This design comes from an exercise in tuning for small area and a short achievable clock period on the open sky130 flow, not from production work. In this exercise RTL edits were held to simulation tests only and were not proved equivalent to the original. No activity file was given, so power comes from the tool's default toggle rates.

## config.mk

```make
export PLATFORM = sky130hd
export DESIGN_NAME = cpu
export DESIGN_NICKNAME = cpu
export VERILOG_FILES = /design/flow/design.v
export SDC_FILE = /design/flow/constraint.sdc
export NUM_CORES = 4
export LEC_CHECK = 0
export CAP_MARGIN = 20
export CORE_MARGIN = 2
export CORE_UTILIZATION = 50
export CTS_BUF_LIST = sky130_fd_sc_hd__clkbuf_8
export CTS_CLUSTER_DIAMETER = 45
export CTS_CLUSTER_SIZE = 12
export SLEW_MARGIN = 20
export SYNTH_HIERARCHICAL = 1
export SYNTH_MINIMUM_KEEP_SIZE = 0
export TNS_END_PERCENT = 20
```

## constraint.sdc

```tcl
create_clock -name core_clock -period 14.0 [get_ports {clk}]
set_input_delay 2.8000 -clock core_clock [delete_from_list [all_inputs] [get_ports {clk}]]
set_output_delay 2.8000 -clock core_clock [all_outputs]
set_load 0.01 [all_outputs]
```

## design.v

```verilog
module rf_dec (
    input  logic [4:0]  rs,
    input  logic [31:1] valid,
    output logic [31:1] sel
);
    always_comb
        for (int k = 1; k < 32; k++) sel[k] = valid[k] & (rs == k[4:0]);
endmodule
module rf_ao3n (
    input  logic [2:0] s,
    input  logic [2:0] d,
    output logic       y
);
    assign y = ~((s[0] & d[0]) | (s[1] & d[1]) | (s[2] & d[2]));
endmodule
module rf_nand4 (input logic [3:0] x, output logic y);  assign y = ~&x;  endmodule
module rf_ao2n  (input logic [1:0] s, input logic [1:0] d, output logic y);
    assign y = ~((s[0] & d[0]) | (s[1] & d[1]));
endmodule
module rf_inv   (input logic x, output logic y);  assign y = ~x;  endmodule
module rf_nor2  (input logic [1:0] x, output logic y);  assign y = ~|x;  endmodule
module rf_nand2 (input logic [1:0] x, output logic y);  assign y = ~&x;  endmodule
module rf_mux (
    input  logic [31:1] sel,
    input  logic [31:1] d,
    input  logic        sel_x,       
    input  logic        x,
    output logic        y
);
    logic [11:0] t;                  
    logic        u0, u1, u2, v0, v1;
    for (genvar g = 0; g < 10; g++) begin : g_ao
        rf_ao3n u (.s(sel[3*g+3:3*g+1]), .d(d[3*g+3:3*g+1]), .y(t[g]));
    end
    rf_nand2 u_t10 (.x({sel[31], d[31]}), .y(t[10]));
    rf_nand2 u_t11 (.x({sel_x, x}), .y(t[11]));
    rf_nand4 u_u0 (.x(t[3:0]), .y(u0));
    rf_nand4 u_u1 (.x(t[7:4]), .y(u1));
    rf_nand4 u_u2 (.x(t[11:8]), .y(u2));
    rf_nor2  u_v0 (.x({u1, u0}), .y(v0));          
    rf_inv   u_v1 (.x(u2), .y(v1));                
    rf_nand2 u_y  (.x({v1, v0}), .y(y));
endmodule
module rf_ao7 (
    input  logic [6:0] s,
    input  logic [6:0] d,
    output logic       y
);
    assign y = |(s & d);
endmodule
module rf_ao8 (
    input  logic [7:0] s,
    input  logic [7:0] d,
    output logic       y
);
    assign y = |(s & d);
endmodule
module rf_mux_fast (
    input  logic [31:1] sel,
    input  logic [31:1] d,
    output logic        y,           
    output logic        y2           
);
    logic [3:0]  u;
    logic [1:0]  v;
    rf_ao7 uu0 (.s(sel[7:1]), .d(d[7:1]), .y(u[0]));
    for (genvar g = 1; g < 4; g++) begin : g_u
        rf_ao8 uu (.s(sel[8*g+7:8*g]), .d(d[8*g+7:8*g]), .y(u[g]));
    end
    rf_nor2  u_v0 (.x(u[1:0]), .y(v[0]));          
    rf_nor2  u_v1 (.x(u[3:2]), .y(v[1]));          
    rf_nand2 u_y  (.x(v), .y(y));
    rf_nand2 u_y2 (.x(v), .y(y2));
endmodule
module ks_gn (input logic x, y, output logic gn);  assign gn = ~(x & y);  endmodule
module ks_tn (input logic x, y, output logic tn);  assign tn = ~(x | y);  endmodule
module ks_p  (input logic x, y, output logic p);   assign p  = x ^ y;     endmodule
module ks_inv (input logic x, output logic y);  assign y = ~x;  endmodule
module ks_node_n (
    input  logic gh, ph, gl, pl,
    output logic gn, pn
);
    assign gn = ~(gh | (ph & gl));
    assign pn = ~(ph & pl);
endmodule
module ks_node_p (
    input  logic gnh, pnh, gnl, pnl,
    output logic g, p
);
    assign g = ~(gnh & (pnh | gnl));
    assign p = ~(pnh | pnl);
endmodule
module ks_sum (input logic p, c, output logic s);  assign s = p ^ c;  endmodule
module add_ks (
    input  logic [31:0] x,
    input  logic [31:0] y,
    output logic [31:0] s
);
    logic [31:0] g [0:5];
    logic [31:0] p [0:5];
    logic [31:0] pz;
    for (genvar i = 0; i < 32; i++) begin : g_in
        ks_gn ug (.x(x[i]), .y(y[i]), .gn(g[0][i]));
        ks_tn ut (.x(x[i]), .y(y[i]), .tn(p[0][i]));
        ks_p  up (.x(x[i]), .y(y[i]), .p(pz[i]));
    end
    for (genvar l = 0; l < 5; l++) begin : g_lvl
        for (genvar i = 0; i < 32; i++) begin : g_bit
            if (i >= (1 << l)) begin : g_op
                if (l % 2 == 1) begin : g_n
                    ks_node_n u (.gh(g[l][i]), .ph(p[l][i]), .gl(g[l][i - (1 << l)]), .pl(p[l][i - (1 << l)]),
                                 .gn(g[l+1][i]), .pn(p[l+1][i]));
                end else begin : g_p
                    ks_node_p u (.gnh(g[l][i]), .pnh(p[l][i]), .gnl(g[l][i - (1 << l)]), .pnl(p[l][i - (1 << l)]),
                                 .g(g[l+1][i]), .p(p[l+1][i]));
                end
            end else begin : g_pass
                ks_inv ug (.x(g[l][i]), .y(g[l+1][i]));
                assign p[l+1][i] = 1'b0;     
            end
        end
    end
    assign s[0] = pz[0];
    for (genvar i = 1; i < 32; i++) begin : g_sum
        ks_sum us (.p(pz[i]), .c(g[5][i - 1]), .s(s[i]));
    end
endmodule
module ks_g0c (input logic x, y, ci, output logic gn);
    assign gn = ~((x & y) | ((x | y) & ci));
endmodule
module add_ksc (
    input  logic [31:0] x,
    input  logic [31:0] y,
    input  logic        ci,
    output logic [31:0] s,
    output logic        co,
    output logic [31:0] pz,
    output logic [31:0] gz_n
);
    logic [31:0] g [0:5];
    logic [31:0] p [0:5];
    for (genvar i = 0; i < 32; i++) begin : g_in
        ks_gn ug (.x(x[i]), .y(y[i]), .gn(gz_n[i]));
        ks_p  up (.x(x[i]), .y(y[i]), .p(pz[i]));
        if (i == 0) begin : g_c
            ks_g0c uc (.x(x[0]), .y(y[0]), .ci(ci), .gn(g[0][0]));
            assign p[0][0] = 1'b0;       
        end else begin : g_t
            ks_tn ut (.x(x[i]), .y(y[i]), .tn(p[0][i]));
            assign g[0][i] = gz_n[i];
        end
    end
    for (genvar l = 0; l < 5; l++) begin : g_lvl
        for (genvar i = 0; i < 32; i++) begin : g_bit
            if (i >= (1 << l)) begin : g_op
                if (l % 2 == 1) begin : g_n
                    ks_node_n u (.gh(g[l][i]), .ph(p[l][i]), .gl(g[l][i - (1 << l)]), .pl(p[l][i - (1 << l)]),
                                 .gn(g[l+1][i]), .pn(p[l+1][i]));
                end else begin : g_p
                    ks_node_p u (.gnh(g[l][i]), .pnh(p[l][i]), .gnl(g[l][i - (1 << l)]), .pnl(p[l][i - (1 << l)]),
                                 .g(g[l+1][i]), .p(p[l+1][i]));
                end
            end else begin : g_pass
                ks_inv ug (.x(g[l][i]), .y(g[l+1][i]));
                assign p[l+1][i] = 1'b0;
            end
        end
    end
    ks_sum us0 (.p(pz[0]), .c(ci), .s(s[0]));
    for (genvar i = 1; i < 32; i++) begin : g_sum
        ks_sum us (.p(pz[i]), .c(g[5][i - 1]), .s(s[i]));
    end
    assign co = g[5][31];
endmodule
module sh_ao4 (
    input  logic [3:0] s,
    input  logic [3:0] d,
    output logic       y
);
    assign y = |(s & d);
endmodule
module sh_mux2i (
    input  logic s,
    input  logic d0,
    input  logic d1,
    output logic y
);
    assign y = ~(s ? d1 : d0);
endmodule
module shifter (
    input  logic [31:0] a,
    input  logic [4:0]  shamt,
    input  logic        left,
    input  logic        fill_in,
    output logic [31:0] y
);
    logic [31:0] x, s1, s2;
    logic [3:0]  d1, d2;
    logic        fill;
    assign fill = ~fill_in;
    assign d1 = 4'b0001 << shamt[1:0];
    assign d2 = 4'b0001 << shamt[3:2];
    for (genvar i = 0; i < 32; i++) begin : g_bit
        sh_mux2i u_in (.s(left), .d0(a[i]), .d1(a[31 - i]), .y(x[i]));
        sh_ao4 u_s1 (.s(d1), .y(s1[i]),
            .d({i + 3 < 32 ? x[(i + 3) % 32] : fill,
                i + 2 < 32 ? x[(i + 2) % 32] : fill,
                i + 1 < 32 ? x[(i + 1) % 32] : fill,
                x[i]}));
        sh_ao4 u_s2 (.s(d2), .y(s2[i]),
            .d({i + 12 < 32 ? s1[(i + 12) % 32] : fill,
                i + 8  < 32 ? s1[(i + 8) % 32]  : fill,
                i + 4  < 32 ? s1[(i + 4) % 32]  : fill,
                s1[i]}));
        sh_mux2i u_s3 (.s(shamt[4]), .d0(s2[i]), .d1(i + 16 < 32 ? s2[(i + 16) % 32] : fill), .y(y[i]));
    end
endmodule
module wb_bit (
    input  logic add, shr, shl, prop, gen, misc,
    input  logic v_add, v_shr, v_shl, v_prop, v_gen_n, v_misc,
    output logic y
);
    assign y = (add & v_add) | (shr & v_shr) | (shl & v_shl)
             | (prop & v_prop) | (gen & ~v_gen_n) | (misc & v_misc);
endmodule
module rf_wdec (
    input  logic        we,
    input  logic [4:0]  rd,
    output logic [31:1] wsel
);
    always_comb
        for (int k = 1; k < 32; k++) wsel[k] = we & (rd == k[4:0]);
endmodule
module cpu (
    input  logic        clk,
    input  logic        a_reset_n,
    output logic [11:0] imem_addr,
    input  logic [31:0] imem_rdata,
    output logic [30:0] dmem_addr,
    output logic        dmem_we,
    output logic [31:0] dmem_wdata,
    input  logic [31:0] dmem_rdata
);
    logic [31:0] ins;
    assign ins = imem_rdata;
    logic [6:0] opc;
    logic [2:0] f3;
    logic [4:0] rd, rs1, rs2;
    assign opc = ins[6:0];
    assign f3  = ins[14:12];
    assign rd  = ins[11:7];
    assign rs1 = ins[19:15];
    assign rs2 = ins[24:20];
    logic is_lui, is_auipc, is_jal, is_jalr, is_br, is_load, is_store, is_opimm, is_op;
    assign is_lui   = ins[5] & ins[4] & ins[2];
    assign is_auipc = ~ins[5] & ins[4] & ins[2];
    assign is_jal   = ins[6] & ins[3];
    assign is_jalr  = ins[6] & ~ins[3] & ins[2];
    assign is_br    = ins[6] & ~ins[2];
    assign is_load  = ~ins[6] & ~ins[5] & ~ins[4];
    assign is_store = ~ins[6] & ins[5] & ~ins[4];
    assign is_opimm = ~ins[5] & ins[4] & ~ins[2];
    assign is_op    = ins[5] & ins[4] & ~ins[2];
    logic [31:0] imm_i, imm_s, imm_u;
    logic [11:0] imm_b, imm_j;           
    assign imm_i = {{20{ins[31]}}, ins[31:20]};
    assign imm_s = {{20{ins[31]}}, ins[31:25], ins[11:7]};
    assign imm_u = {ins[31:12], 12'b0};
    assign imm_b = {ins[7],  ins[30:25], ins[11:8], 1'b0};
    assign imm_j = {ins[20], ins[30:21], 1'b0};
    logic [31:0] regs [1:31];
    logic [31:1] valid;
    logic [31:1] wsel;
    logic [31:0] wdata;
    logic        rf_we;
    assign rf_we = ~(is_br | is_store);        
    rf_wdec wdec (.we(rf_we), .rd(rd), .wsel(wsel));
    always_ff @(posedge clk, negedge a_reset_n) begin
        if (~a_reset_n) valid <= '0;
        else            valid <= valid | wsel;
    end
    for (genvar k = 1; k < 32; k++) begin : g_reg
        always_ff @(posedge clk) begin
            if (wsel[k]) regs[k] <= wdata;
        end
    end
    logic [31:0] a, b, a_addr;
    logic [31:1] sel_a, sel_b;
    rf_dec dec_a (.rs(rs1), .valid(valid), .sel(sel_a));
    rf_dec dec_b (.rs(rs2), .valid(valid & {31{ins[5]}}), .sel(sel_b));
    for (genvar i = 0; i < 32; i++) begin : g_bit
        logic [31:1] col;
        for (genvar k = 1; k < 32; k++) begin : g_col
            assign col[k] = regs[k][i];
        end
        rf_mux_fast mux_a (.sel(sel_a), .d(col), .y(a_addr[i]), .y2(a[i]));
        rf_mux mux_b (.sel(sel_b), .d(col), .sel_x(~ins[5]), .x(imm_i[i]), .y(b[i]));
    end
    logic [11:0] pc, pc_next;
    logic [12:0] pc4;
    logic [11:0] pc_tgt;
    always_ff @(posedge clk, negedge a_reset_n) begin
        if (~a_reset_n) pc <= '0;
        else            pc <= pc_next;
    end
    assign imem_addr = pc;
    assign pc4    = {1'b0, pc} + 13'd4;
    assign pc_tgt = pc + (is_jal ? imm_j : imm_b);
    logic [31:0] asum;
    logic [31:0] imm_ls;
    assign imm_ls = {imm_i[31:5], (ins[5] & ~ins[6]) ? ins[11:7] : ins[24:20]};
    add_ks addr_add (.x(a_addr), .y(imm_ls), .s(asum));
    assign dmem_addr  = asum[30:0];
    assign dmem_we    = is_store;
    assign dmem_wdata = {f3[1] ? b[31:16] : 16'b0,
                         (f3[1] | f3[0]) ? b[15:8] : 8'b0,
                         b[7:0]};
    logic [31:0] opb;
    assign opb = b;                            
    logic        sub;
    assign sub = ins[6] | (f3[2:1] == 2'b01) | (ins[5] & (f3 == 3'b000) & ins[30]);
    logic [31:0] dsum, dprop, dgen_n;
    logic        dco;
    add_ksc sub_add (.x(a), .y(opb ^ {32{sub}}), .ci(sub), .s(dsum), .co(dco), .pz(dprop), .gz_n(dgen_n));
    logic ltu, lt, eq;
    assign ltu = ~dco;
    assign lt  = (a[31] ^ opb[31]) ? a[31] : dsum[31];
    assign eq  = &dprop;                       
    logic taken;
    assign taken = f3[2] ? ((f3[0] ? ltu : lt) ^ f3[1]) : (eq ^ f3[0]);
    logic [4:0]  shamt;
    logic [31:0] sh;
    logic        sh_left;
    assign shamt   = opb[4:0];
    assign sh_left = ~f3[2];
    shifter shf (.a(a), .shamt(shamt), .left(sh_left), .fill_in(ins[30] & f3[2] & a[31]), .y(sh));
    logic [31:0] ld, misc;
    always_comb begin
        case (f3[1:0])
            2'b00:   ld = {{24{~f3[2] & dmem_rdata[7]}},  dmem_rdata[7:0]};
            2'b01:   ld = {{16{~f3[2] & dmem_rdata[15]}}, dmem_rdata[15:0]};
            default: ld = dmem_rdata;
        endcase
    end
    always_comb begin
        if (is_load)        misc = ld;
        else if (is_lui)    misc = imm_u;
        else if (is_auipc)  misc = {ins[31:12], pc};
        else                misc = {19'b0, pc4};
    end
    logic is_alu, w_add, w_shr, w_shl, w_prop, w_gen, w_misc;
    assign is_alu = ins[4] & ~ins[2];
    assign w_add  = is_alu & (f3 == 3'b000);
    assign w_shr  = is_alu & (f3 == 3'b101);
    assign w_shl  = is_alu & (f3 == 3'b001);
    assign w_prop = is_alu & ((f3 == 3'b100) | (f3 == 3'b110));
    assign w_gen  = is_alu & ((f3 == 3'b111) | (f3 == 3'b110));
    assign w_misc = ~is_alu;
    logic [31:0] wb;
    for (genvar i = 0; i < 32; i++) begin : g_wb
        wb_bit u (.add(w_add), .shr(w_shr), .shl(w_shl), .prop(w_prop), .gen(w_gen), .misc(w_misc),
                  .v_add(dsum[i]), .v_shr(sh[i]), .v_shl(sh[31 - i]),
                  .v_prop(dprop[i]), .v_gen_n(dgen_n[i]), .v_misc(misc[i]), .y(wb[i]));
    end
    assign wdata = {wb[31:1], wb[0] | (is_alu & (f3 == 3'b010) & lt) | (is_alu & (f3 == 3'b011) & ltu)};
    always_comb begin
        if (is_jalr)                          pc_next = {asum[11:1], 1'b0};
        else if (is_jal | (is_br & taken))    pc_next = pc_tgt;
        else                                  pc_next = pc4[11:0];
    end
endmodule
```

## flow/run.sh

```bash
#!/bin/bash
# The standard layout, except that:
#  - the port buffers are plain buffers (buf_4) rather than the delay buffers
#    buffer_ports picks by default, so that timing repair can size them;
#  - clock tree synthesis adds no dummy loads.
set -euo pipefail
CTS="-sink_clustering_enable -repair_clock_nets -dont_use_dummy_load"
CTS="$CTS -sink_clustering_size 12 -sink_clustering_max_diameter 45"
CTS="$CTS -buf_list sky130_fd_sc_hd__clkbuf_8"
export BUFFER_PORTS_ARGS="-buffer_cell sky130_fd_sc_hd__buf_4"
export CTS_ARGS="$CTS"
bash standard.sh BUFFER_PORTS_ARGS="$BUFFER_PORTS_ARGS" CTS_ARGS="$CTS" SETUP_SLACK_MARGIN=6 finish > standard.log 2>&1
```

## standard.sh

```bash
#!/bin/bash
# synth_recipe.tcl (not shown) runs the flow's synth.tcl, then flattens the netlist and writes it again
# the make line also repeats each setting of config.mk as NAME=value (left out here)
make -C /OpenROAD-flow-scripts/flow DESIGN_CONFIG=/design/flow/config.mk WORK_HOME=/design/flow/orfs CLKGATE_MAP_FILE= SYNTH_SCRIPT=/design/flow/synth_recipe.tcl "${@:-finish}"
```

==> flow_summary.json, run 1 <==
{
  "run_status": "finished clean",
  "path_cells": "buf_4 -> and3b_2 -> and3_1 -> buf_4 -> a222oi_1 -> nand4_1 -> nor2_1 -> nand2_1 -> and2_1 -> buf_4",
  "worst_slack_ps": 5369,
  "relSlewSlack": 0.2696,
  "crit_cells": 10,
  "synth_area_sq_um": 51800,
  "r2r_cells": 21,
  "finalHoldViolCount": 0,
  "wl_mm": 224.0,
  "cp.arrival_ps": 5830,
  "cts_tree": "built",
  "r2r-end": "pc[6]",
  "grt_antenna_before_repair": 5,
  "rsz0062_at_grt": "yes",
  "root_buffer": "clkbuf_8",
  "critPathMaxStageDelay_ps": 890,
  "chipWidth_um": 325.9,
  "path_buf_inv": 3,
  "critPathTopFamily": "simple AND/OR/NAND/NOR gates",
  "place_hpwl_mm": 137.6,
  "start_util": 0.5020,
  "grt_pass1_vias": 40720,
  "gp_congestion": 1.013,
  "worst_hold_slack_ps": 483.0,
  "cts_num_sinks": 1034,
  "wire_per_inst_um": 37.86,
  "cpMostUsedCell": "buf_4",
  "timing.final.crit_share": 0.6165,
  "p_per_area_nw_per_um2": 126.6,
  "drtAntennaViolNets": 0,
  "firstDrtPassIters": 12,
  "final_common_cell": "edfxtp_1",
  "drcViolationCount": 0,
  "finalSetupViolCount": 0,
  "max_cap_violations": 0,
  "grt_pass1_wl_mm": 304.3,
  "postLayoutCellArea_sq_um": 60750,
  "ir_drop_uv": 108.3,
  "fin_nets": 4607,
  "fin_setup_tns_ps": 0,
  "drtIter0Drc": 8652,
  "grt_overflow": 0,
  "cp-end-kind": "primary output",
  "hold_end": "valid[29]",
  "ios": 142,
  "vias": 43900,
  "hp-class": "reg -> reg",
  "worst_pin_slew_ps": 1096,
  "syn_area_per_cell_sq_um": 12.55,
  "slew_viol_final": 0,
  "layout_common_cells": "992 x edfxtp_1, 566 x a22oi_1, 394 x nand2_1",
  "clk-insertion-delay-late_ps": 840,
  "whs_path_depth": 1,
  "cts_buffer_depth": 3,
  "critPathKind": "in -> out",
  "cts_buffers": 118,
  "area_delta_synth_final_pct": 17.28,
  "place_area_sq_um": 55630,
  "min_from": "valid[29]",
  "h-tree-depth": 3,
  "crit_required_ps": 11200,
  "finClkSkew_ps": 113.3,
  "die_h_um": 325.9,
  "synthCells": 4128,
  "dpl_worst_slack_ps": 4204,
  "grt_usage": 0.4045,
  "core-area_sq_um": 103200,
  "cp-start-kind": "input port",
  "syn_nets": 4206,
  "yosys_warnings": 19,
  "fmax_mhz": 115.9,
  "rows": 118,
  "p_leak_nw": 20.30,
  "clk_pin_slew_ps": 60,
  "worst-r2r-setup-slack_ps": 8090,
  "power_mw": 7.691,
  "slowest_stage": "a222oi_1",
  "die_area_sq_um": 106200,
  "vias_per_cell": 7.422,
  "io_buffer_count": 138,
  "worstReg2RegStart": "valid[13]",
  "drive_above_1_share": 0.2695,
  "grt_start_max_net_pins": 81,
  "fin_crit_ps": 8631,
  "cp_max_fo": 32
}
## per-stage QoR
stage                       util  cells
after floorplan                -   4128
after global placement    0.5391   5709
after detailed placement  0.5391   5709
after CTS                 0.5754   5876
after global routing      0.5887   5913
final                     0.5887   5915
## metal layers
layer	vias up	part of all wire	GRT usage
met2	3784	0.42	0.5770
li1	17950	-	-
met1	21530	0.36	0.5594
met4	4	0.067	0.2143
met5	-	0.00047	0
met3	639	0.15	0.1182
## registers in the layout (all words and copies together), names as in the netlist
register  flops
valid        31
pc           11
regs        992
## power by group
group	internal (mW)	switching, mW
Combinational	0.721	1.53
Sequential	3.62	0.0768
Clock	0.739	1.00
## layout make-up
cell class,count,area (sq um)
sequential,1034,30840
multi-input combinational,2889,22320
clock buffer,118,1624
inverter,132,500.5
antenna,8,20.02
timing repair buffer,354,3729
tap,1380,1727
fill,8305,42450
## repair_timing
| action | 4_1_cts | 5_1_grt |
|---|---|---|
| hold endpoints to repair | 0 | 0 |
| pin swaps | 79 | 138 |
| hold buffers | 0 | 0 |
| resized for setup | 380 | 203 |
| endpoints found under the setup margin | 105 | 123 |
| setup buffers | 33 | 20 |
| gates cloned | 16 | 11 |
## worst max path at each step
stage                         startpoint              to  slack (ps)
after floorplan            imem_rdata[5]    dmem_addr[9]        5990
after global placement    imem_rdata[15]   dmem_addr[30]        4210
after detailed placement  imem_rdata[15]   dmem_addr[30]        4200
after CTS                 imem_rdata[21]   dmem_wdata[4]        5410
after global routing      imem_rdata[17]   dmem_addr[30]        5360
final                     imem_rdata[21]  dmem_wdata[23]        5370
==> run 2: changes to the inputs <==
--- a/design.v
+++ b/design.v
@@ -43,9 +43,2 @@
 endmodule
-module rf_ao7 (
-    input  logic [6:0] s,
-    input  logic [6:0] d,
-    output logic       y
-);
-    assign y = |(s & d);
-endmodule
 module rf_ao8 (
@@ -65,3 +58,3 @@
     logic [1:0]  v;
-    rf_ao7 uu0 (.s(sel[7:1]), .d(d[7:1]), .y(u[0]));
+    rf_ao8 uu0 (.s({sel[7:1], 1'b0}), .d({d[7:1], d[1]}), .y(u[0]));
     for (genvar g = 1; g < 4; g++) begin : g_u
==> flow_summary.json, run 2 <==
{
  "grt_start_max_net_pins": 48,
  "relSlewSlack": 0.2494,
  "synth_area_sq_um": 52120,
  "worst_hold_slack_ps": 491.7,
  "largest_reg_flops": 992,
  "clk_pin_slew_ps": 50,
  "grt_pass1_wl_mm": 311.9,
  "cts_buffers": 118,
  "slew_viol_final": 0,
  "area_delta_synth_final_pct": 17.74,
  "drcViolationCount": 0,
  "place_hpwl_mm": 140.4,
  "p_leak_nw": 20.33,
  "rsz0062_at_grt": "yes",
  "drive_above_1_share": 0.2685,
  "ios": 142,
  "yosys_warnings": 19,
  "cp_max_fo": 16,
  "fin_crit_ps": 8642,
  "wire_per_inst_um": 37.97,
  "root_buffer": "clkbuf_8",
  "cp-start-kind": "input port",
  "ctsHoldBuffers": 0,
  "synthCells": 4192,
  "syn_nets": 4270,
  "die_area_sq_um": 106800,
  "ir_drop_uv": 84.33,
  "run_status": "finished clean",
  "finalSetupViolCount": 0,
  "grt_usage": 0.4122,
  "drtIter0Drc": 8588,
  "fmax_mhz": 115.7,
  "grt_pass1_vias": 41740,
  "final_util": 0.5930,
  "syn_area_per_cell_sq_um": 12.43,
  "critPathKind": "in -> out",
  "gp_congestion": 1.008,
  "clk-insertion-delay-late_ps": 840,
  "finClkSkew_ps": 131.3,
  "grt_overflow": 0,
  "io_buffer_count": 138,
  "vias_per_cell": 7.434,
  "cts_num_sinks": 1034,
  "firstDrtPassIters": 11,
  "worst_pin_slew_ps": 1126,
  "final_common_cell": "edfxtp_1",
  "grt_antenna_before_repair": 7,
  "largestRegisters": "regs x992, valid x31, pc x11",
  "top_register": "regs",
  "rows": 118,
  "vias": 44510,
  "cp.arrival_ps": 5840,
  "cts_buffer_depth": 3,
  "hp-class": "reg -> reg",
  "start_util": 0.5036,
  "timing.final.crit_share": 0.6173,
  "cp-end-kind": "primary output",
  "chipWidth_um": 326.9,
  "wl_mm": 227.3,
  "layout_common_cells": "992 x edfxtp_1, 627 x a22oi_1, 394 x nand2_1",
  "h-tree-depth": 3,
  "fin_nets": 4683,
  "finalHoldViolCount": 0,
  "fillCellCount": 8467,
  "drtAntennaViolNets": 0,
  "p_per_area_nw_per_um2": 125.0,
  "max_cap_violations": 0,
  "cts_tree": "built",
  "crit_required_ps": 11200,
  "fin_setup_tns_ps": 0,
  "die_h_um": 326.9,
  "core-area_sq_um": 103500
}
## run 2: cell type report
class	count	area, sq um	share of cell area
repair buffers	365	4024	0.06557
diodes	4	10.01	0.0001631
well taps	1380	1727	0.02814
multi-input cells	2954	22640	0.3689
clock buffers	118	1624	0.02646
flip-flops and latches	1034	30840	0.5025
inverters	132	505.5	0.008237
## run 2: report_power, final
| group | total, mW | leakage (nW) | switching, mW | internal (mW) |
|---|---|---|---|---|
| sequential | 3.70 | 9.57 | 0.0781 | 3.62 |
| clock | 1.74 | 0.848 | 1.00 | 0.739 |
| combinational | 2.23 | 9.91 | 1.51 | 0.718 |
## run 2: final timing paths
kind	slack, ps	cells after the start	from	end
hold / removal	490	1	valid[24]	valid[24]
setup / recovery	5360	17	imem_rdata[16]	dmem_addr[18]
max in group asynchronous	11470	1	a_reset_n	pc[4]
min in group asynchronous	2020	1	a_reset_n	valid[29]
setup reg to reg	7970	22	valid[15]	pc[6]
hold reg to reg	490	1	valid[24]	valid[24]
## run 2: per-stage QoR
step | worst slack (ps) | power (mW) | area, sq um | std cells
after floorplan | 5994 | 4.961 | 52130 | 4192
after global placement | 4290 | 5.719 | 55930 | 5774
after detailed placement | 4258 | 5.731 | 55950 | 5774
after CTS | 5503 | 7.552 | 60640 | 5963
after global routing | 5338 | 7.903 | 61360 | 5985
final | 5358 | 7.672 | 61370 | 5987
## run 2: what timing repair did
| action | 4_1_cts | 5_1_grt |
|---|---|---|
| resized for setup | 501 | 112 |
| gates cloned | 27 | 5 |
| endpoints found under the setup margin | 132 | 136 |
| setup buffers | 44 | 14 |
| pin swaps | 145 | 79 |
## run 2: critical path, stage by stage
cell,delay [ps]
buf_12,120
and3b_2,300
and3_4,210
buf_12,160
a22oi_1,170
nand4_1,320
nor2_2,280
nand2_4,180
nor2_4,170
buf_4,150
nor2_4,40
a21oi_2,190
o21ai_2,100
a21oi_2,120
o21ai_2,80
xor2_2,210
buf_4,170
## run 2: per-layer routing
metal	GRT usage	part of all wire
met1	0.5593	0.36
met2	0.6023	0.43
met3	0.1067	0.14
met4	0.2352	0.070
met5	0	0.00024
==> run 3: changes to the inputs <==
--- a/config.mk
+++ b/config.mk
@@ -16,2 +16,2 @@
 export SYNTH_MINIMUM_KEEP_SIZE = 0
-export TNS_END_PERCENT = 20
+export TNS_END_PERCENT = 5
==> flow_summary.json, run 3 <==
{
  "clk-insertion-delay-late_ps": 840,
  "drive_above_1_share": 0.2582,
  "place_hpwl_mm": 140.4,
  "hp-class": "reg -> reg",
  "top_register": "regs",
  "register_area_sq_um": 30840,
  "fin_setup_tns_ps": 0,
  "cts_tree": "built",
  "grt_usage": 0.4094,
  "final_common_cell": "edfxtp_1",
  "rows": 118,
  "multiInputGateArea_sq_um": 22470,
  "critPathKind": "in -> out",
  "min_from": "valid[30]",
  "fmax_mhz": 116.0,
  "timing.final.crit_share": 0.6156,
  "grt_start_max_net_pins": 48,
  "root_buffer": "clkbuf_8",
  "cp-start-kind": "input port",
  "clk_pin_slew_ps": 70,
  "core-area_sq_um": 103500,
  "layout_common_cells": "992 x edfxtp_1, 643 x a22oi_1, 393 x nand2_1",
  "worst_pin_slew_ps": 1109,
  "syn_nets": 4270,
  "ctsHoldBuffers": 0,
  "finalHoldViolCount": 0,
  "slew_viol_final": 0,
  "relSlewSlack": 0.2609,
  "cts_buffer_depth": 3,
  "p_leak_nw": 20.16,
  "ios": 142,
  "wl_mm": 225.0,
  "vias": 44250,
  "grt_overflow": 0,
  "h-tree-depth": 3,
  "power_mw": 7.640,
  "largest_reg_flops": 992,
  "p_per_area_nw_per_um2": 125.5,
  "fillCellCount": 8514,
  "largestRegisters": "regs x992, valid x31, pc x11",
  "grt_pass1_vias": 41550,
  "cp_max_fo": 16,
  "worst_slack_ps": 5382,
  "area_delta_synth_final_pct": 16.81,
  "cts_num_sinks": 1034,
  "ir_drop_uv": 84.41,
  "max_cap_violations": 0,
  "finClkSkew_ps": 119.4,
  "synth_area_sq_um": 52120,
  "yosys_warnings": 19,
  "die_h_um": 326.9,
  "fin_nets": 4662,
  "grt_pass1_wl_mm": 310.1,
  "fin_crit_ps": 8618,
  "worstSetupStartpoint": "imem_rdata[19]",
  "cts_buffers": 118,
  "wire_per_inst_um": 37.71,
  "rsz0062_at_grt": "yes",
  "chipWidth_um": 326.9,
  "drtAntennaViolNets": 0,
  "firstDrtPassIters": 11,
  "die_area_sq_um": 106800,
  "cp-end-kind": "primary output",
  "finalSetupViolCount": 0,
  "synthCells": 4192,
  "vias_per_cell": 7.418,
  "drtIter0Drc": 8626,
  "crit_required_ps": 11200,
  "cp.arrival_ps": 5820,
  "dpl_worst_slack_ps": 4258,
  "run_status": "finished clean",
  "grt_antenna_before_repair": 2,
  "syn_area_per_cell_sq_um": 12.43,
  "worstReg2RegStart": "valid[15]",
  "io_buffer_count": 138,
  "drcViolationCount": 0,
  "start_util": 0.5036,
  "gp_congestion": 1.008
}
==> run 3: worst max-delay path: stages <==
cell	delay, ps
buf_4	180
nor3b_4	190
and3_4	220
buf_12	160
a22oi_1	200
nand4_1	310
nor2_2	270
nand2_4	170
nor2_4	240
o21ai_4	130
a21oi_4	190
o21ai_2	100
a21oi_2	140
o21ai_2	70
xor2_1	200
buf_4	160
==> run 3: path summary, 6_finish.rpt <==
kind	endpoint	slack, ps	depth (start not counted)
min	valid[30]	500	1
max	dmem_addr[19]	5380	16
max in group asynchronous	pc[4]	11470	1
min in group asynchronous	valid[29]	2010	1
min reg2reg	valid[30]	500	1
max reg2reg	pc[3]	8030	22
==> run 3: power by group <==
group          leakage, nW  switching [mW]  internal (mW)  total [mW]
Sequential            9.57          0.0780           3.62        3.70
Combinational         9.74            1.50          0.700        2.20
Clock                0.848            1.00          0.739        1.74
Total                 20.2            2.58           5.06        7.64
==> run 3: per-stage QoR <==
| step | utilization | instances | hold slack [ps] | instance area [sq um] |
|---|---|---|---|---|
| after floorplan | - | 4192 | 446.1 | 52130 |
| after global placement | 0.5404 | 5774 | 460.7 | 55930 |
| after detailed placement | 0.5406 | 5774 | 463.4 | 55950 |
| after CTS | 0.5814 | 5944 | 483.9 | 60180 |
| after global routing | 0.5882 | 5964 | 500.0 | 60880 |
| final | 0.5883 | 5965 | 495.8 | 60880 |
==> run 3: cell type report <==
type,count,area share
clock buffer,118,0.02667
timing repair buffer,345,0.06108
antenna,3,0.0001233
multi-input combinational,2953,0.3691
tap,1380,0.02836
sequential,1034,0.5065
inverter,132,0.008138
==> run 3: what timing repair did <==
item,CTS,global route
buffers inserted,29,15
pin swaps,121,84
cloned,23,2
endpoints found under the setup margin,132,136
gates resized for setup,436,124
hold endpoints to repair,0,0
==> run 3: routing by layer <==
| metal | GRT usage | vias up | share of wire |
|---|---|---|---|
| met5 | 0 | - | 0 |
| met4 | 0.2341 | 0 | 0.068 |
| met3 | 0.1019 | 707 | 0.14 |
| met2 | 0.5972 | 3709 | 0.43 |
| met1 | 0.5590 | 21750 | 0.37 |
| li1 | - | 18080 | - |
==> run 4: changes to the inputs <==
--- a/flow/run.sh
+++ b/flow/run.sh
@@ -11,2 +11,2 @@
 export CTS_ARGS="$CTS"
-bash standard.sh BUFFER_PORTS_ARGS="$BUFFER_PORTS_ARGS" CTS_ARGS="$CTS" SETUP_SLACK_MARGIN=6 finish > standard.log 2>&1
+bash standard.sh BUFFER_PORTS_ARGS="$BUFFER_PORTS_ARGS" CTS_ARGS="$CTS" SETUP_SLACK_MARGIN=5.5 finish > standard.log 2>&1
--- a/config.mk
+++ b/config.mk
@@ -16,2 +16,2 @@
 export SYNTH_MINIMUM_KEEP_SIZE = 0
-export TNS_END_PERCENT = 5
+export TNS_END_PERCENT = 20
==> flow_summary.json, run 4 <==
{
  "largestRegisters": "regs x992, valid x31, pc x11",
  "p_leak_nw": 19.94,
  "postLayoutCellArea_sq_um": 60160,
  "slowest_stage": "nand4_1",
  "drtAntennaViolNets": 0,
  "power_mw": 7.617,
  "clk_pin_slew_ps": 60,
  "synthCells": 4192,
  "area_delta_synth_final_pct": 15.42,
  "rows": 118,
  "finClkSkew_ps": 91.59,
  "chipWidth_um": 326.9,
  "final_cells": 5958,
  "vias_per_cell": 7.386,
  "syn_area_per_cell_sq_um": 12.43,
  "clk-insertion-delay-late_ps": 820,
  "cts_buffer_depth": 3,
  "p_per_area_nw_per_um2": 126.6,
  "fin_crit_ps": 8614,
  "fin_nets": 4655,
  "gp_congestion": 0.9941,
  "grt_pass1_wl_mm": 302.8,
  "cp_max_fo": 16,
  "ctsHoldBuffers": 0,
  "grt_start_max_net_pins": 62,
  "largest_reg_flops": 992,
  "fin_setup_tns_ps": 0,
  "grt_usage": 0.3998,
  "final_common_cell": "edfxtp_1",
  "path_buf_inv": 4,
  "fillCellCount": 8566,
  "cts_tree": "built",
  "root_buffer": "clkbuf_8",
  "synth_area_sq_um": 52120,
  "drive_above_1_share": 0.2411,
  "relSlewSlack": 0.2163,
  "cp-start-kind": "input port",
  "core-area_sq_um": 103500,
  "top_register": "regs",
  "fmax_mhz": 116.1,
  "cts_buffers": 119,
  "drtIter0Drc": 8792,
  "rsz0062_at_grt": "yes",
  "place_hpwl_mm": 141.6,
  "cp-end-kind": "primary output",
  "crit_required_ps": 11200,
  "worst_pin_slew_ps": 1175,
  "io_buffer_count": 138,
  "critPathKind": "in -> out",
  "ir_drop_uv": 83.45,
  "firstDrtPassIters": 10,
  "layout_common_cells": "992 x edfxtp_1, 654 x a22oi_1, 406 x nand2_1",
  "slew_viol_final": 0,
  "grt_pass1_vias": 40820,
  "wire_per_inst_um": 37.45,
  "hp-class": "reg -> reg",
  "yosys_warnings": 19,
  "critPathTopFamily": "simple AND/OR/NAND/NOR gates",
  "dp_cells": 5776,
  "grt_antenna_before_repair": 5,
  "die_area_sq_um": 106800,
  "timing.final.crit_share": 0.6153,
  "cp.arrival_ps": 5810,
  "max_cap_violations": 0,
  "grt_overflow": 0,
  "critPathMaxStageDelay_ps": 320,
  "h-tree-depth": 3,
  "run_status": "finished clean",
  "vias": 44010,
  "place_area_sq_um": 55980,
  "finalHoldViolCount": 0,
  "syn_nets": 4270,
  "start_util": 0.5036,
  "wl_mm": 223.1,
  "finalSetupViolCount": 0,
  "ios": 142,
  "cts_num_sinks": 1034,
  "drcViolationCount": 0,
  "worst_hold_slack_ps": 494.2,
  "die_h_um": 326.9,
  "path_cells": "clkbuf_16 -> and3b_2 -> and3_4 -> buf_12 -> a22oi_1 -> nand4_1 -> nor2_4 -> nand2_8 -> buf_6 -> nand2_4 -> o21ai_4 -> a21oi_2 -> o21ai_2 -> a21oi_2 -> o21ai_2 -> xor2_2 -> buf_4"
}
==> run 4: area by class of cell <==
cell class | instances | area [sq um] | area share
clock buffers | 119 | 1638 | 0.02722
well taps | 1380 | 1727 | 0.02870
repair buffers | 337 | 3361 | 0.05586
diodes | 3 | 7.507 | 0.0001248
inverters | 132 | 495.5 | 0.008236
multi-input cells | 2953 | 22090 | 0.3672
flip-flops and latches | 1034 | 30840 | 0.5126
==> run 4: repair_timing <==
item	in CTS	in global routing
endpoints found under the hold margin	0	0
pin swaps	51	78
endpoints found under the setup margin	88	93
gates cloned	9	12
buffers inserted	29	10
resized for setup	293	135
==> run 4: stage by stage <==
| step | utilization | setup slack (ps) |
|---|---|---|
| floorplan | - | 5518 |
| global route | 0.5812 | 5381 |
| finish | 0.5813 | 5386 |
| detailed placement | 0.5409 | 4205 |
| CTS | 0.5722 | 5277 |
| global placement | 0.5407 | 4190 |
==> run 4: path summary, 6_finish.rpt <==
check                                    start  cells after the start            end  slack [ps]
worst max-delay path            imem_rdata[15]                     17  dmem_addr[18]        5390
worst max register to register       valid[10]                     21          pc[3]        7540
max in group asynchronous            a_reset_n                      1          pc[1]       11450
min in group asynchronous            a_reset_n                      1      valid[29]        2030
worst min register to register       valid[13]                      1      valid[13]         490
worst min-delay path                 valid[13]                      1      valid[13]         490
==> run 4: power by group <==
part	total, mW	switching (mW)	internal, mW
Clock	1.75	1.01	0.745
Sequential	3.70	0.0768	3.63
Combinational	2.16	1.49	0.673
Total	7.62	2.57	5.04
==> run 4: per-layer routing <==
layer | track usage | vias to the layer above | part of all wire
met1 | 0.5616 | 21550 | 0.37
met2 | 0.5635 | 3778 | 0.41
met5 | 0.0008873 | - | 0.0011
li1 | - | 18060 | -
met3 | 0.1171 | 620 | 0.15
met4 | 0.2033 | 4 | 0.061
==> run 5: changes to the inputs <==
--- a/config.mk
+++ b/config.mk
@@ -9,3 +9,3 @@
 export CORE_MARGIN = 2
-export CORE_UTILIZATION = 50
+export CORE_UTILIZATION = 55
 export CTS_BUF_LIST = sky130_fd_sc_hd__clkbuf_8
==> flow_summary.json, run 5 <==
{
  "run_status": "finished clean",
  "grt_usage": 0.4261,
  "die_h_um": 311.8,
  "syn_area_per_cell_sq_um": 12.43,
  "min_from": "valid[15]",
  "vias_per_cell": 7.600,
  "worst_slack_ps": 5315,
  "cp-end-kind": "primary output",
  "ir_drop_uv": 91.64,
  "top_register": "regs",
  "synthCells": 4192,
  "worst_pin_slew_ps": 1195,
  "grt_antenna_before_repair": 3,
  "layout_common_cells": "992 x edfxtp_1, 652 x a22oi_1, 405 x nand2_1",
  "firstDrtPassIters": 13,
  "power_mw": 7.554,
  "die_area_sq_um": 97250,
  "clkPwrFrac": 0.224,
  "worstSetupStartpoint": "imem_rdata[22]",
  "worstReg2RegStart": "valid[19]",
  "finalSetupViolCount": 0,
  "drtIter0Drc": 9907,
  "yosys_warnings": 19,
  "synth_area_sq_um": 52120,
  "critPathKind": "in -> out",
  "ctsHoldBuffers": 0,
  "h-tree-depth": 3,
  "largest_reg_flops": 992,
  "place_hpwl_mm": 137.0,
  "clk-insertion-delay-late_ps": 810,
  "final_common_cell": "edfxtp_1",
  "pwr-share-comb": 0.286,
  "finalHoldViolCount": 0,
  "drtAntennaViolNets": 0,
  "grt_overflow": 0,
  "wl_mm": 220.6,
  "place_area_sq_um": 55800,
  "worst_hold_slack_ps": 479.3,
  "internal_power_mw": 5.004,
  "postLayoutCellArea_sq_um": 60020,
  "wire_per_inst_um": 37.88,
  "final_cells": 5824,
  "cp.arrival_ps": 5890,
  "fin_setup_tns_ps": 0,
  "clk_pin_slew_ps": 50,
  "cp-start-kind": "input port",
  "fin_crit_ps": 8685,
  "core-area_sq_um": 93610,
  "max_cap_violations": 0,
  "cts_buffers": 113,
  "fmax_mhz": 115.1,
  "slew_viol_final": 0,
  "grt.busiest_layer": "met2",
  "hp-class": "reg -> reg",
  "crit_required_ps": 11200,
  "relSlewSlack": 0.1952,
  "timing.final.crit_share": 0.6204,
  "fin_nets": 4645,
  "grt_pass1_vias": 40930,
  "rows": 112,
  "p_sw_frac": 0.3376,
  "p_per_area_nw_per_um2": 125.9,
  "vias": 44260,
  "gr-usage-met3": 0.1269,
  "cts_buffer_depth": 3,
  "largestRegisters": "regs x992, valid x31, pc x11",
  "gr-usage-met1": 0.5866,
  "root_buffer": "clkbuf_8",
  "final_util": 0.6411,
  "area_delta_synth_final_pct": 15.15,
  "cts_tree": "built",
  "switchingPower_mw": 2.551,
  "finClkSkew_ps": 67.13,
  "drive_above_1_share": 0.2421,
  "drcViolationCount": 0,
  "fillCellCount": 7256,
  "syn_nets": 4270,
  "rsz0062_at_grt": "yes",
  "p_leak_nw": 19.90,
  "chipWidth_um": 311.8,
  "grt_pass1_wl_mm": 295.2,
  "io_buffer_count": 138,
  "grt_start_max_net_pins": 81,
  "grtUsageMet2": 0.6004,
  "cts_num_sinks": 1034,
  "dpl_worst_slack_ps": 3922,
  "gp_congestion": 1.017,
  "ios": 142,
  "cp_max_fo": 32,
  "start_util": 0.5568,
  "seqPwrFrac": 0.490,
  "dp_cells": 5648
}
## run 5: area by class of cell
class                           count  area [sq um]  share of cell area
Sequential cell                  1034         30840              0.5138
Inverter                          132         495.5            0.008255
Tap cell                         1254          1569             0.02614
Multi-Input combinational cell   2953         22120              0.3686
Timing Repair Buffer              333          3422             0.05702
Clock buffer                      113          1555             0.02591
Antenna cell                        5         12.51           0.0002085
## run 5: worst paths after layout
check	to	cells past startpoint	slack [ps]
setup / recovery	dmem_wdata[27]	10	5310
hold / removal	valid[15]	1	480
setup reg to reg	pc[11]	21	7430
hold reg to reg	valid[15]	1	480
max in group asynchronous	pc[2]	1	11460
min in group asynchronous	valid[13]	1	2040
## run 5: power groups by stage
stage	sequential, mW	clock (mW)	combinational (mW)
after floorplan	3.76	0	1.21
after global placement	3.76	0	1.96
after detailed placement	3.76	0	1.97
after CTS	3.70	1.69	2.03
after global routing	3.71	1.80	2.26
final	3.70	1.69	2.16
## run 5: metal layers
layer,vias up,part of all wire
met5,-,0.00010
met4,4,0.073
met3,838,0.17
met2,4265,0.41
met1,21110,0.35
li1,18050,-
## run 5: repair_timing
item / 4_1_cts / 5_1_grt
pin swaps: 34 / 75
setup buffers: 12 / 20
resized for setup: 275 / 168
gates cloned: 3 / 22
endpoints found under the setup margin: 67 / 79
## run 5: worst max-delay path, stage by stage
cell      delay (ps)
buf_4            220
and3_2           300
and3_1           180
buf_4            320
a222oi_1         870
nand4_1          210
nor2_1           340
nand2_2          210
and2_1           250
buf_4            150
==> run 6: changes to the inputs <==
--- a/flow/run.sh
+++ b/flow/run.sh
@@ -7,3 +7,3 @@
 CTS="-sink_clustering_enable -repair_clock_nets -dont_use_dummy_load"
-CTS="$CTS -sink_clustering_size 12 -sink_clustering_max_diameter 45"
+CTS="$CTS -sink_clustering_size 16 -sink_clustering_max_diameter 50"
 CTS="$CTS -buf_list sky130_fd_sc_hd__clkbuf_8"
--- a/config.mk
+++ b/config.mk
@@ -9,6 +9,6 @@
 export CORE_MARGIN = 2
-export CORE_UTILIZATION = 55
+export CORE_UTILIZATION = 50
 export CTS_BUF_LIST = sky130_fd_sc_hd__clkbuf_8
-export CTS_CLUSTER_DIAMETER = 45
-export CTS_CLUSTER_SIZE = 12
+export CTS_CLUSTER_DIAMETER = 50
+export CTS_CLUSTER_SIZE = 16
 export SLEW_MARGIN = 20
==> flow_summary.json, run 6 <==
{
  "die_area_sq_um": 106800,
  "yosys_warnings": 19,
  "die_h_um": 326.9,
  "clk-insertion-delay-late_ps": 810,
  "critPathKind": "in -> out",
  "wl_mm": 221.3,
  "p_per_area_nw_per_um2": 125.4,
  "p_leak_nw": 19.82,
  "syn_nets": 4270,
  "cts_buffer_depth": 3,
  "final_util": 0.5783,
  "place_hpwl_mm": 141.6,
  "finClkSkew_ps": 86.26,
  "cts_tree": "built",
  "start_util": 0.5036,
  "cp-end-kind": "primary output",
  "finalHoldViolCount": 0,
  "grt_overflow": 0,
  "fin_crit_ps": 8630,
  "cts_buffers": 107,
  "grt_start_max_net_pins": 62,
  "grt_pass1_wl_mm": 303.9,
  "hp-class": "reg -> reg",
  "clk_pin_slew_ps": 50,
  "worst_pin_slew_ps": 1129,
  "rows": 118,
  "area_delta_synth_final_pct": 14.84,
  "wire_per_inst_um": 37.20,
  "largest_reg_flops": 992,
  "fin_setup_tns_ps": 0,
  "fillCellCount": 8608,
  "drtIter0Drc": 8983,
  "cp-start-kind": "input port",
  "drtAntennaViolNets": 0,
  "synthCells": 4192,
  "ir_drop_uv": 88.65,
  "synth_area_sq_um": 52120,
  "syn_area_per_cell_sq_um": 12.43,
  "path_buf_inv": 5,
  "fmax_mhz": 115.9,
  "grt_pass1_vias": 40750,
  "drive_above_1_share": 0.2380,
  "multiInputGateArea_sq_um": 22010,
  "ctsHoldBuffers": 0,
  "cp_max_fo": 9,
  "run_status": "finished clean",
  "slowest_stage": "nor2_4",
  "io_buffer_count": 138,
  "drcViolationCount": 0,
  "cp.arrival_ps": 5830,
  "finalSetupViolCount": 0,
  "crit_required_ps": 11200,
  "fin_nets": 4643,
  "ios": 142,
  "path_cells": "buf_12 -> and3b_2 -> and3_4 -> buf_12 -> buf_6 -> a22oi_1 -> nand4_1 -> nor2_4 -> nand2_4 -> nor2_4 -> nor2_2 -> a21oi_2 -> o21ai_2 -> a21oi_2 -> inv_1 -> xor2_2 -> buf_4",
  "largestRegisters": "regs x992, valid x31, pc x11",
  "gp_congestion": 0.9941,
  "root_buffer": "clkbuf_8",
  "max_cap_violations": 0,
  "cts_num_sinks": 1034,
  "h-tree-depth": 3,
  "top_register": "regs",
  "register_area_sq_um": 30840,
  "layout_common_cells": "992 x edfxtp_1, 663 x a22oi_1, 404 x nand2_1",
  "final_common_cell": "edfxtp_1",
  "relSlewSlack": 0.2395,
  "firstDrtPassIters": 13,
  "timing.final.crit_share": 0.6164,
  "core-area_sq_um": 103500,
  "grt_antenna_before_repair": 4,
  "slew_viol_final": 0,
  "vias_per_cell": 7.405,
  "critPathMaxStageDelay_ps": 280,
  "grt_usage": 0.4013,
  "rsz0062_at_grt": "yes",
  "critPathTopFamily": "simple AND/OR/NAND/NOR gates",
  "vias": 44040,
  "chipWidth_um": 326.9
}
-- run 6: worst paths after layout --
check / start / endpoint / slack, ps / cells after the start
worst min register to register: valid[26] / valid[26] / 500 / 1
worst max register to register: valid[10] / pc[11] / 7510 / 21
worst max-delay path: imem_rdata[17] / dmem_addr[11] / 5370 / 17
max in group asynchronous: a_reset_n / pc[1] / 11470 / 1
worst min-delay path: valid[26] / valid[26] / 500 / 1
min in group asynchronous: a_reset_n / valid[2] / 2040 / 1
-- run 6: what timing repair did --
action / CTS / global route
cloned: 11 / 2
setup endpoints to repair: 88 / 96
pin swaps: 65 / 68
setup buffers: 28 / 19
resized for setup: 315 / 89
-- run 6: where the power goes --
| group | leakage [nW] | internal (mW) | switching [mW] |
|---|---|---|---|
| Sequential | 9.57 | 3.62 | 0.0781 |
| Combinational | 9.48 | 0.667 | 1.49 |
| Clock | 0.769 | 0.673 | 0.978 |
-- run 6: cell type report --
cell class / instances / share of cell area
Sequential cell: 1034 / 0.5152
Multi-Input combinational cell: 2953 / 0.3677
Timing Repair Buffer: 337 / 0.05514
Tap cell: 1380 / 0.02885
Clock buffer: 107 / 0.02460
Inverter: 132 / 0.008278
Antenna cell: 5 / 0.0002090
-- run 6: stage by stage --
stage,hold WS (ps),area [sq um],worst slack [ps],total power [mW],instances
after floorplan,446.1,52120,5518,4.961,4192
after global placement,463.6,55960,4190,5.742,5775
after detailed placement,469.6,55980,4205,5.745,5776
after CTS,482.9,59220,5277,7.419,5922
after global routing,497.4,59850,5332,7.737,5945
final,495.6,59860,5370,7.507,5948
-- run 6: layer usage --
metal / part of all wire / global-route usage
met1: 0.37 / 0.5665
met2: 0.42 / 0.5654
met3: 0.15 / 0.1153
met4: 0.061 / 0.2014
met5: 0 / 0.001775
==> run 7: changes to the inputs <==
--- a/design.v
+++ b/design.v
@@ -43,2 +43,9 @@
 endmodule
+module rf_ao7 (
+    input  logic [6:0] s,
+    input  logic [6:0] d,
+    output logic       y
+);
+    assign y = |(s & d);
+endmodule
 module rf_ao8 (
@@ -58,3 +65,3 @@
     logic [1:0]  v;
-    rf_ao8 uu0 (.s({sel[7:1], 1'b0}), .d({d[7:1], d[1]}), .y(u[0]));
+    rf_ao7 uu0 (.s(sel[7:1]), .d(d[7:1]), .y(u[0]));
     for (genvar g = 1; g < 4; g++) begin : g_u
==> run.sh (new file) <==
#!/bin/bash
# synth_recipe.tcl (not shown) runs the flow's synth.tcl, then flattens the netlist and writes it again
# the make line also repeats each setting of config.mk as NAME=value (left out here)
make -C /OpenROAD-flow-scripts/flow DESIGN_CONFIG=/design/flow/config.mk WORK_HOME=/design/flow/orfs CLKGATE_MAP_FILE= SYNTH_SCRIPT=/design/flow/synth_recipe.tcl finish
--- a/config.mk
+++ b/config.mk
@@ -11,4 +11,5 @@
 export CTS_BUF_LIST = sky130_fd_sc_hd__clkbuf_8
-export CTS_CLUSTER_DIAMETER = 50
-export CTS_CLUSTER_SIZE = 16
+export CTS_CLUSTER_DIAMETER = 45
+export CTS_CLUSTER_SIZE = 12
+export SETUP_SLACK_MARGIN = 5
 export SLEW_MARGIN = 20
removed: flow/run.sh
removed: standard.sh
==> flow_summary.json, run 7 <==
{
  "run_status": "finished clean",
  "vias_per_cell": 7.264,
  "syn_area_per_cell_sq_um": 12.55,
  "drtIter0Drc": 8662,
  "slew_viol_final": 0,
  "cts_num_sinks": 1034,
  "die_h_um": 325.9,
  "hp-class": "reg -> reg",
  "path_buf_inv": 5,
  "fin_setup_tns_ps": 0,
  "start_util": 0.5020,
  "cp-end-kind": "primary output",
  "seqPwrFrac": 0.468,
  "drcViolationCount": 0,
  "finClkSkew_ps": 56.84,
  "postLayoutCellArea_sq_um": 59470,
  "ir_drop_uv": 93.15,
  "die_area_sq_um": 106200,
  "finalSetupViolCount": 0,
  "largest_reg_flops": 992,
  "firstDrtPassIters": 13,
  "worstSetupStartpoint": "imem_rdata[23]",
  "io_buffer_count": 138,
  "rsz0062_at_grt": "yes",
  "internal_power_mw": 5.185,
  "grt_pass1_wl_mm": 300.1,
  "vias": 43250,
  "slowest_stage": "clkdlybuf4s50_1",
  "worstReg2RegStart": "valid[10]",
  "timing.final.crit_share": 0.6607,
  "pwr-share-comb": 0.273,
  "power_mw": 7.888,
  "rows": 118,
  "place_hpwl_mm": 142.7,
  "top_register": "regs",
  "grt.busiest_layer": "met2",
  "grtUsageMet2": 0.5743,
  "ios": 142,
  "grt_pass1_vias": 40170,
  "drive_above_1_share": 0.1982,
  "cts_tree": "built",
  "critPathMaxStageDelay_ps": 630,
  "root_buffer": "clkbuf_8",
  "path_cells": "clkdlybuf4s50_1 -> buf_4 -> nor3b_2 -> and3_1 -> buf_4 -> a222oi_1 -> nand4_1 -> nor2_2 -> nand2_2 -> buf_6 -> clkdlybuf4s50_1",
  "ctsHoldBuffers": 0,
  "clk_pin_slew_ps": 80,
  "worst_pin_slew_ps": 1088,
  "fin_crit_ps": 9250,
  "chipWidth_um": 325.9,
  "syn_nets": 4206,
  "final_cells": 5954,
  "critPathTopFamily": "buffers and inverters",
  "relSlewSlack": 0.2717,
  "drtAntennaViolNets": 0,
  "fin_nets": 4571,
  "cp-start-kind": "input port",
  "grt_start_max_net_pins": 66,
  "gp_congestion": 1.052,
  "grt_usage": 0.3952,
  "synth_area_sq_um": 51800,
  "area_delta_synth_final_pct": 14.80,
  "p_sw_frac": 0.3426,
  "cp.arrival_ps": 6450,
  "worst_hold_slack_ps": 490.5,
  "fmax_mhz": 108.1,
  "grt_overflow": 0,
  "core-area_sq_um": 103200,
  "p_leak_nw": 19.90,
  "clkPwrFrac": 0.259,
  "layout_common_cells": "992 x edfxtp_1, 609 x a22oi_1, 415 x nand2_1",
  "largestRegisters": "regs x992, valid x31, pc x11",
  "p_per_area_nw_per_um2": 132.6,
  "cts_buffer_depth": 3,
  "synthCells": 4128,
  "yosys_warnings": 19,
  "final_common_cell": "edfxtp_1",
  "wl_mm": 215.6,
  "crit_required_ps": 11200,
  "clk-insertion-delay-late_ps": 840,
  "place_area_sq_um": 56080,
  "min_from": "valid[19]",
  "gr-usage-met3": 0.1010,
  "cts_buffers": 117,
  "wire_per_inst_um": 36.21,
  "fillCellCount": 8523,
  "cp_max_fo": 34,
  "grt_antenna_before_repair": 5,
  "dp_cells": 5725,
  "finalHoldViolCount": 0,
  "h-tree-depth": 3,
  "switchingPower_mw": 2.702,
  "gr-usage-met1": 0.5558,
  "critPathKind": "in -> out",
  "max_cap_violations": 0
}
[run 7: path summary, 6_finish.rpt]
| check | slack (ps) | to | cells past startpoint |
|---|---|---|---|
| hold / removal | 490 | valid[19] | 1 |
| setup reg to reg | 7510 | pc[6] | 21 |
| max in group asynchronous | 11430 | pc[6] | 2 |
| min in group asynchronous | 2090 | valid[18] | 2 |
| setup / recovery | 4750 | dmem_wdata[4] | 11 |
| hold reg to reg | 490 | valid[19] | 1 |
[run 7: final cells by class]
cell class | count | area, sq um | share of cell area
Inverter | 132 | 495.5 | 0.008332
Clock buffer | 120 | 1652 | 0.02777
Timing Repair Buffer | 319 | 2999 | 0.05043
Sequential cell | 1034 | 30840 | 0.5186
Antenna cell | 4 | 10.01 | 0.0001683
Clock inverter | 76 | 568.0 | 0.009552
Multi-Input combinational cell | 2889 | 21180 | 0.3561
Tap cell | 1380 | 1727 | 0.02903
[run 7: layer usage]
metal | share of wire | up-vias | routed length [um]
met4 | 0.058 | 4 | 12600
li1 | - | 17940 | -
met5 | 0.00013 | - | 27
met2 | 0.42 | 3572 | 91440
met1 | 0.37 | 21180 | 80750
met3 | 0.14 | 555 | 30770
[run 7: stage by stage]
stage               utilization  worst slack (ps)
global route             0.5762              4711
floorplan                     -              5518
finish                   0.5762              4750
detailed placement       0.5434              3026
global placement         0.5431              3038
CTS                      0.5749              4808
[run 7: power groups by stage]
stage	registers, mW	clock network (mW)	logic, mW
2_1_floorplan	3.75	0	1.23
3_3_place_gp	3.76	0	2.04
3_5_place_dp	3.76	0	2.04
4_1_cts	3.69	2.05	2.09
5_1_grt	3.70	2.17	2.26
6_report	3.70	2.04	2.15
[run 7: what timing repair did]
item                                    4_1_cts  5_1_grt
pin swaps                                    47       18
resized for setup                           286       35
endpoints found under the setup margin      105       65
cloned                                        0        0
buffers inserted                             29        0

## port drivers added, routing unchanged
In the flow no input, the clock included, has a driving cell. The finished layouts below were timed again as built, in two steps.
Step 1, drivers: a clkbuf_16 drives clk and a buf_2 each remaining input, both assumed.
Step 2, shift: input delay + t, output delay - t, t = (earliest + latest rising clock arrival at the registers) / 2. This alone moves slack from input paths to output paths.
Three values: ideal ports, drivers, drivers and shift; two values: the first two.
run	t, ns	setup WS [ns]	worst setup path at the end
run 1	0.854	5.369 / 5.260 / 5.179	input to register
run 2	0.849	5.358 / 5.175 / 5.124	input to register
run 3	0.848	5.382 / 5.317 / 5.193	input to register
run 4	0.846	5.386 / 5.218 / 4.797	input to register
run 5	0.844	5.315 / 5.294 / 4.600	input to register
run 6	0.838	5.370 / 5.321 / 4.702	input to register
run 7	0.883	4.750 / 4.724 / 4.291	input to register
After both steps every run listed still meets setup and hold. The setup slack of run 5, which loses most, moves by -0.021 ns with the drivers and by -0.715 ns with both steps.
